This design comes from an exercise in tuning for small area, a short achievable clock period and few clock cycles on the open sky130 flow, not from production work. At most, simulation tests tie the RTL to the original design; equivalence was not proved. Power figures rest on the tool's default switching activity, not on a simulated workload.

==> branch umber: inputs <==
==> flow/design.v (excerpt) <==
module task3(
    input [2:0] opcode,
    output reg done,
    output [23:0] out,
    input [7:0] in2,
    input [7:0] in1,
    input [7:0] in0,
    input clk,
    input rst
    );
Settings: LEC_CHECK=0, ABC_AREA=1, CAP_MARGIN=20, CORE_MARGIN=2, CORE_UTILIZATION=70, CTS_BUF_LIST=sky130_fd_sc_hd__clkbuf_4 sky130_fd_sc_hd__clkbuf_8, SLEW_MARGIN=20; clock period 12.0 ns.
standard.sh (not shown) runs the stock make flow with config.mk's settings and CLKGATE_MAP_FILE= SYNTH_SCRIPT=/design/flow/synth_recipe.tcl, a recipe that flattens the netlist after the stock synthesis.
==> flow/flow/run.sh <==
#!/bin/bash
set -euo pipefail
cd "$(dirname "$0")/.."
bash standard.sh finish \
  SETUP_SLACK_MARGIN=7.2 \
  "BUFFER_PORTS_ARGS=-buffer_cell sky130_fd_sc_hd__buf_1" \
  > run_standard.log 2>&1
==> branch quartz (differences from branch umber) <==
--- a/flow/design.v
+++ b/flow/design.v
@@ -1,12 +1,12 @@
 `timescale 1ns / 1ps
 module task3(
     input [2:0] opcode,
     output reg done,
-    output [23:0] out,
+    output reg [23:0] out,
     input [7:0] in2,
     input [7:0] in1,
     input [7:0] in0,
     input clk,
     input rst
     );
     function [10:0] fx; input [3:0] v;
@@ -67,21 +67,18 @@
             4'd13: fz = 11'd1001;
             4'd14: fz = 11'd1161;
             4'd15: fz = 11'd1333;
         endcase
     endfunction
     reg k1, k2, k3;      
     reg [7:0] areg;      
-    reg [23:0] oreg;     
-    reg [12:0] creg;     
-    reg e6, e5;          
-    wire [12:0] pre = oreg[12:0] + creg;
-    assign out = {oreg[23:19] | {5{pre[12] & e5}}, oreg[18:13] | {6{pre[12] & e6}}, pre};
-    wire [7:0] mx = oreg[7:0];
-    wire [7:0] mz = oreg[15:8] & {8{k3}};
+    wire op7 = (opcode == 3'd7);
+    wire sub = (opcode == 3'd1);
+    wire [7:0] mx = k3 ? out[23:16] : out[7:0];
+    wire [7:0] mz = out[15:8] & {8{k3}};
     wire m_1;
     wire m_2;
     wire m_3;
     wire m_4;
     wire m_5;
     wire m_6;
     wire m_7;
@@ -273,46 +270,40 @@
     assign m_95 = m_50 ^ m_70 ^ m_71;
     assign m_96 = (m_50 & m_70) | (m_50 & m_71) | (m_70 & m_71);
     assign m_97 = (mx[6] & areg[7]) ^ (mx[7] & areg[6]) ^ m_72;
     assign m_98 = ((mx[6] & areg[7]) & (mx[7] & areg[6])) | ((mx[6] & areg[7]) & m_72) | ((mx[7] & areg[6]) & m_72);
     wire [15:0] pa = {1'b0, (mx[7] & areg[7]), m_96, m_94, m_92, m_90, m_88, m_86, m_84, m_82, m_80, m_78, m_76, m_74, mz[1], (mx[0] & areg[0])};
     wire [15:0] pb = {1'b0, m_98, m_97, m_95, m_93, m_91, m_89, m_87, m_85, m_83, m_81, m_79, m_77, m_75, m_73, mz[0]};
     wire [15:0] prod = pa + pb;
-    wire t7 = opcode[2] & opcode[0];         
-    wire [12:0] s0 = t7 ? {2'b0, fx(in0[3:0])} : {5'd0, in0};
-    wire [12:0] s1 = (t7 ? {3'b0, gy(in1[3:0])} : {5'd0, in1}) ^ {13{opcode[0]}};
-    wire [12:0] s2 = opcode[2] ? (opcode[0] ? {2'b0, fz(in2[3:0])} : {5'd0, in2}) : 13'd0;
-    wire [12:0] cs_s = s0 ^ s1 ^ s2;
-    wire [12:0] cs_m = (s0 & s1) | (s0 & s2) | (s1 & s2);
-    wire [12:0] cs_c = {cs_m[11:0], opcode[0]};
-    wire sc = (opcode[2] == opcode[1]);      
+    wire [12:0] s0 = op7 ? {2'b0, fx(in0[3:0])} : {5'd0, in0};
+    wire [12:0] s1 = op7 ? ~{3'b0, gy(in1[3:0])} : sub ? {5'h1f, ~in1} : {5'd0, in1};
+    wire [12:0] s2 = op7 ? {2'b0, fz(in2[3:0])} : (opcode == 3'd6) ? {5'd0, in2} : 13'd0;
+    wire [12:0] sum = s0 + s1 + s2 + {12'd0, sub | op7};
     reg [23:0] res;
     always @* begin
-        if (sc)
-            res = {11'd0, cs_s};
-        else if (opcode == 3'd3)
-            res = {17'd0, in0[7:1]};
-        else                                 
-            res = k1 ? {8'd0, prod} : k2 ? {prod[7:0], prod[15:8], oreg[15:8]}
-                : k3 ? {prod, oreg[23:16]} : {16'd0, opcode[2] ? in0 : in1};
+        case (opcode)
+            3'd0, 3'd6: res = {14'd0, sum[9:0]};
+            3'd1:       res = {{14{sum[9]}}, sum[9:0]};
+            3'd3:       res = {17'd0, in0[7:1]};
+            3'd7:       res = {5'd0, {6{sum[12]}}, sum};
+            default:    res = k1 ? {8'd0, prod} : k2 ? {out[15:8], prod}
+                            : k3 ? {prod, out[7:0]} : {16'd0, opcode[2] ? in0 : in1};
+        endcase
     end
     wire mul = (opcode == 3'd2) | (opcode == 3'd4) | (opcode == 3'd5);
     wire last = !mul | ((opcode == 3'd5) ? k3 : k1);
     always @(posedge clk) begin
         areg <= in0;
         if (!rst) begin
             done <= 1'b0;
             k1 <= 1'b0;
             k2 <= 1'b0;
             k3 <= 1'b0;
         end else if (!done) begin
-            oreg <= res;
-            creg <= sc ? cs_c : 13'd0;
-            e6 <= sc;
-            e5 <= sc & ~opcode[2];
+            out <= res;
             k1 <= !(k1 | k2 | k3);
             k2 <= k1;
             k3 <= k2;
             if (last)
                 done <= 1'b1;
         end
     end
==> flow/flow/run.sh (replaced) <==
#!/bin/bash
set -euo pipefail
cd "$(dirname "$0")/.."
bash standard.sh finish \
  SETUP_SLACK_MARGIN=6 \
  "BUFFER_PORTS_ARGS=-buffer_cell sky130_fd_sc_hd__buf_1" \
  > run_standard.log 2>&1
==> flow/config.mk (replaced) <==
export PLATFORM = sky130hd
export DESIGN_NAME = task3
export DESIGN_NICKNAME = task3
export VERILOG_FILES = /design/flow/design.v
export SDC_FILE = /design/flow/constraint.sdc
export NUM_CORES = 4
export LEC_CHECK = 0
export ABC_CLOCK_PERIOD_IN_PS = 3000
export CAP_MARGIN = 20
export CORE_MARGIN = 2
export CORE_UTILIZATION = 40
export SLEW_MARGIN = 20
==> comparison table <==
item	branch umber	branch quartz
Netlist cell types	46	52
Vias per inst	5.822	5.552
Fmax achieved	210.3 MHz	170.9 MHz
Clock insertion delay at the later pin of the skew report	0.32 ns	0.28 ns
Run status	no timing/DRC/antenna violations	no timing/DRC/antenna violations
Post-route insts no fill	1101	904
Sequential cells	50	36
VDD IR-drop max	0.1080 mV	0.09401 mV
Syn_area_per_cell	7.128 sq um	8.471 sq um
Share of synthesized area occupied by flip-flops and latches	20.75%	16.71%
Post-placement cell area	6869 sq um	6120 sq um
Buffer count excluding the clock tree in the final layout	66	58
Core footprint	9240 sq um	13990 sq um
Detailed-routing iteration count for the pre-antenna-repair pass	6	5
Root cell of the clock tree	sky130_fd_sc_hd__clkbuf_8	sky130_fd_sc_hd__clkbuf_16
Final-layout clock-cell area share	1.376%	2.326%
Total number of vias	6410	5019
Vias in the first global route	5841	4972
Slack of the worst reg-to-reg path	7.47 ns	6.49 ns
Chip Height	101.5 um	123.9 um
Power consumed by the clock network	112 uW	129 uW
Yosys top cell by area	sky130_fd_sc_hd__edfxtp_1	sky130_fd_sc_hd__fa_1
Area used by multi-input combinational logic	4439 sq um	4449 sq um
Critical path data required time	9.60 ns	12.02 ns
Sequential standard cell area	1381 sq um	962.2 sq um
Testbench counts of branch umber, summed over its fixed seeds: cycles 21,090.
For branch quartz, only the layout was checked, not whether the RTL still works.


==> job 7845: inputs <==
Starting RTL as in the previous note.
clock: 12.0 ns
lec_check: 0
abc_area: 1
cap_margin: 20
core_margin: 2
core_utilization: 70
cts_buf_list: sky130_fd_sc_hd__clkbuf_4 sky130_fd_sc_hd__clkbuf_8
slew_margin: 20
==> flow/flow/run.sh <==
#!/bin/bash
set -euo pipefail
cd "$(dirname "$0")/.."
bash standard.sh finish \
  SETUP_SLACK_MARGIN=7.4 \
  "BUFFER_PORTS_ARGS=-buffer_cell sky130_fd_sc_hd__buf_1" \
  > run_standard.log 2>&1
==> job 2788 (differences from job 7845) <==
--- a/flow/design.v
+++ b/flow/design.v
@@ -1,11 +1,11 @@
 `timescale 1ns / 1ps
 module task3(
     input [2:0] opcode,
     output reg done,
-    output [23:0] out,
+    output reg [23:0] out,
     input [7:0] in2,
     input [7:0] in1,
     input [7:0] in0,
     input clk,
     input rst
     );
@@ -68,19 +68,14 @@
             4'd14: fz = 11'd1161;
             4'd15: fz = 11'd1333;
         endcase
     endfunction
     reg k1, k2, k3;      
     reg [7:0] areg;      
-    reg [23:0] oreg;     
-    reg [12:0] creg;     
-    reg e6, e5;          
-    wire [12:0] pre = oreg[12:0] + creg;
-    assign out = {oreg[23:19] | {5{pre[12] & e5}}, oreg[18:13] | {6{pre[12] & e6}}, pre};
-    wire [7:0] mx = oreg[7:0];
-    wire [7:0] mz = oreg[15:8] & {8{k3}};
+    wire [7:0] mx = k3 ? out[23:16] : out[7:0];
+    wire [7:0] mz = out[15:8] & {8{k3}};
     wire m_1;
     wire m_2;
     wire m_3;
     wire m_4;
     wire m_5;
     wire m_6;
@@ -278,40 +273,35 @@
     wire [15:0] pb = {1'b0, m_98, m_97, m_95, m_93, m_91, m_89, m_87, m_85, m_83, m_81, m_79, m_77, m_75, m_73, mz[0]};
     wire [15:0] prod = pa + pb;
     wire t7 = opcode[2] & opcode[0];         
     wire [12:0] s0 = t7 ? {2'b0, fx(in0[3:0])} : {5'd0, in0};
     wire [12:0] s1 = (t7 ? {3'b0, gy(in1[3:0])} : {5'd0, in1}) ^ {13{opcode[0]}};
     wire [12:0] s2 = opcode[2] ? (opcode[0] ? {2'b0, fz(in2[3:0])} : {5'd0, in2}) : 13'd0;
-    wire [12:0] cs_s = s0 ^ s1 ^ s2;
-    wire [12:0] cs_m = (s0 & s1) | (s0 & s2) | (s1 & s2);
-    wire [12:0] cs_c = {cs_m[11:0], opcode[0]};
-    wire sc = (opcode[2] == opcode[1]);      
+    wire [12:0] sum = s0 + s1 + s2 + {12'd0, opcode[0]};
+    wire [23:0] sres = {{5{sum[12] & ~opcode[2]}}, {6{sum[12]}}, sum};
     reg [23:0] res;
     always @* begin
-        if (sc)
-            res = {11'd0, cs_s};
+        if (opcode[2] == opcode[1])          
+            res = sres;
         else if (opcode == 3'd3)
             res = {17'd0, in0[7:1]};
         else                                 
-            res = k1 ? {8'd0, prod} : k2 ? {prod[7:0], prod[15:8], oreg[15:8]}
-                : k3 ? {prod, oreg[23:16]} : {16'd0, opcode[2] ? in0 : in1};
+            res = k1 ? {8'd0, prod} : k2 ? {out[15:8], prod}
+                : k3 ? {prod, out[7:0]} : {16'd0, opcode[2] ? in0 : in1};
     end
     wire mul = (opcode == 3'd2) | (opcode == 3'd4) | (opcode == 3'd5);
     wire last = !mul | ((opcode == 3'd5) ? k3 : k1);
     always @(posedge clk) begin
         areg <= in0;
         if (!rst) begin
             done <= 1'b0;
             k1 <= 1'b0;
             k2 <= 1'b0;
             k3 <= 1'b0;
         end else if (!done) begin
-            oreg <= res;
-            creg <= sc ? cs_c : 13'd0;
-            e6 <= sc;
-            e5 <= sc & ~opcode[2];
+            out <= res;
             k1 <= !(k1 | k2 | k3);
             k2 <= k1;
             k3 <= k2;
             if (last)
                 done <= 1'b1;
         end
==> flow/flow/run.sh (replaced) <==
#!/bin/bash
set -euo pipefail
cd "$(dirname "$0")/.."
bash standard.sh finish \
  SETUP_SLACK_MARGIN=7 \
  "BUFFER_PORTS_ARGS=-buffer_cell sky130_fd_sc_hd__buf_1" \
  > run_standard.log 2>&1
==> notes <==
First-iteration DRC count: job 2788 is smaller than job 7845 (17%).
Between job 7845 and job 2788, the lower register-to-register slack is in job 2788 (gap 410 ps).
Against job 7845, the clock skew of job 2788 is lower by 4.3 ps.
In job 7845 the total power is lower than in job 2788, by 16%.
In job 7845 the sequential cell count is higher than in job 2788, by 14.
Testbench counts of job 7845, summed over its fixed seeds: cycles 21,090.
Testbench counts of job 2788, summed over its fixed seeds: cycles 21,090.

## port drivers added, routing unchanged
No port has a modelled driver above. Below, the same layouts with a new extraction and two added sets of constraints.
Step 1 (the two cells are an assumption about what drives the block):
set clk [get_ports {clk}]
set_driving_cell -lib_cell sky130_fd_sc_hd__clkbuf_16 $clk
set_driving_cell -lib_cell sky130_fd_sc_hd__buf_2 [delete_from_list [all_inputs] $clk]
Step 2, shift: input delay + t, output delay - t, t = (earliest + latest rising clock arrival at the registers) / 2. This alone moves slack from input paths to output paths.
a / b / c = ideal ports / drivers / drivers and shift; a / b = the first two.
run | t (ns) | setup WS [ns] | clock arrival spread, ns
branch umber | 0.342 | 7.244 / 7.213 / 7.046 | 0.011 / 0.010
branch quartz | 0.309 | 6.149 / 6.159 / 5.849 | 0.006 / 0.007
job 7845 | 0.347 | 7.269 / 7.237 / 7.215 | 0.009 / 0.009
job 2788 | 0.317 | 6.684 / 6.692 / 6.375 | 0.005 / 0.005
After both steps setup and hold are still met in every run listed. For job 2788, which loses most, drivers alone change the setup slack by +0.008 ns; drivers and shift together by -0.309 ns.
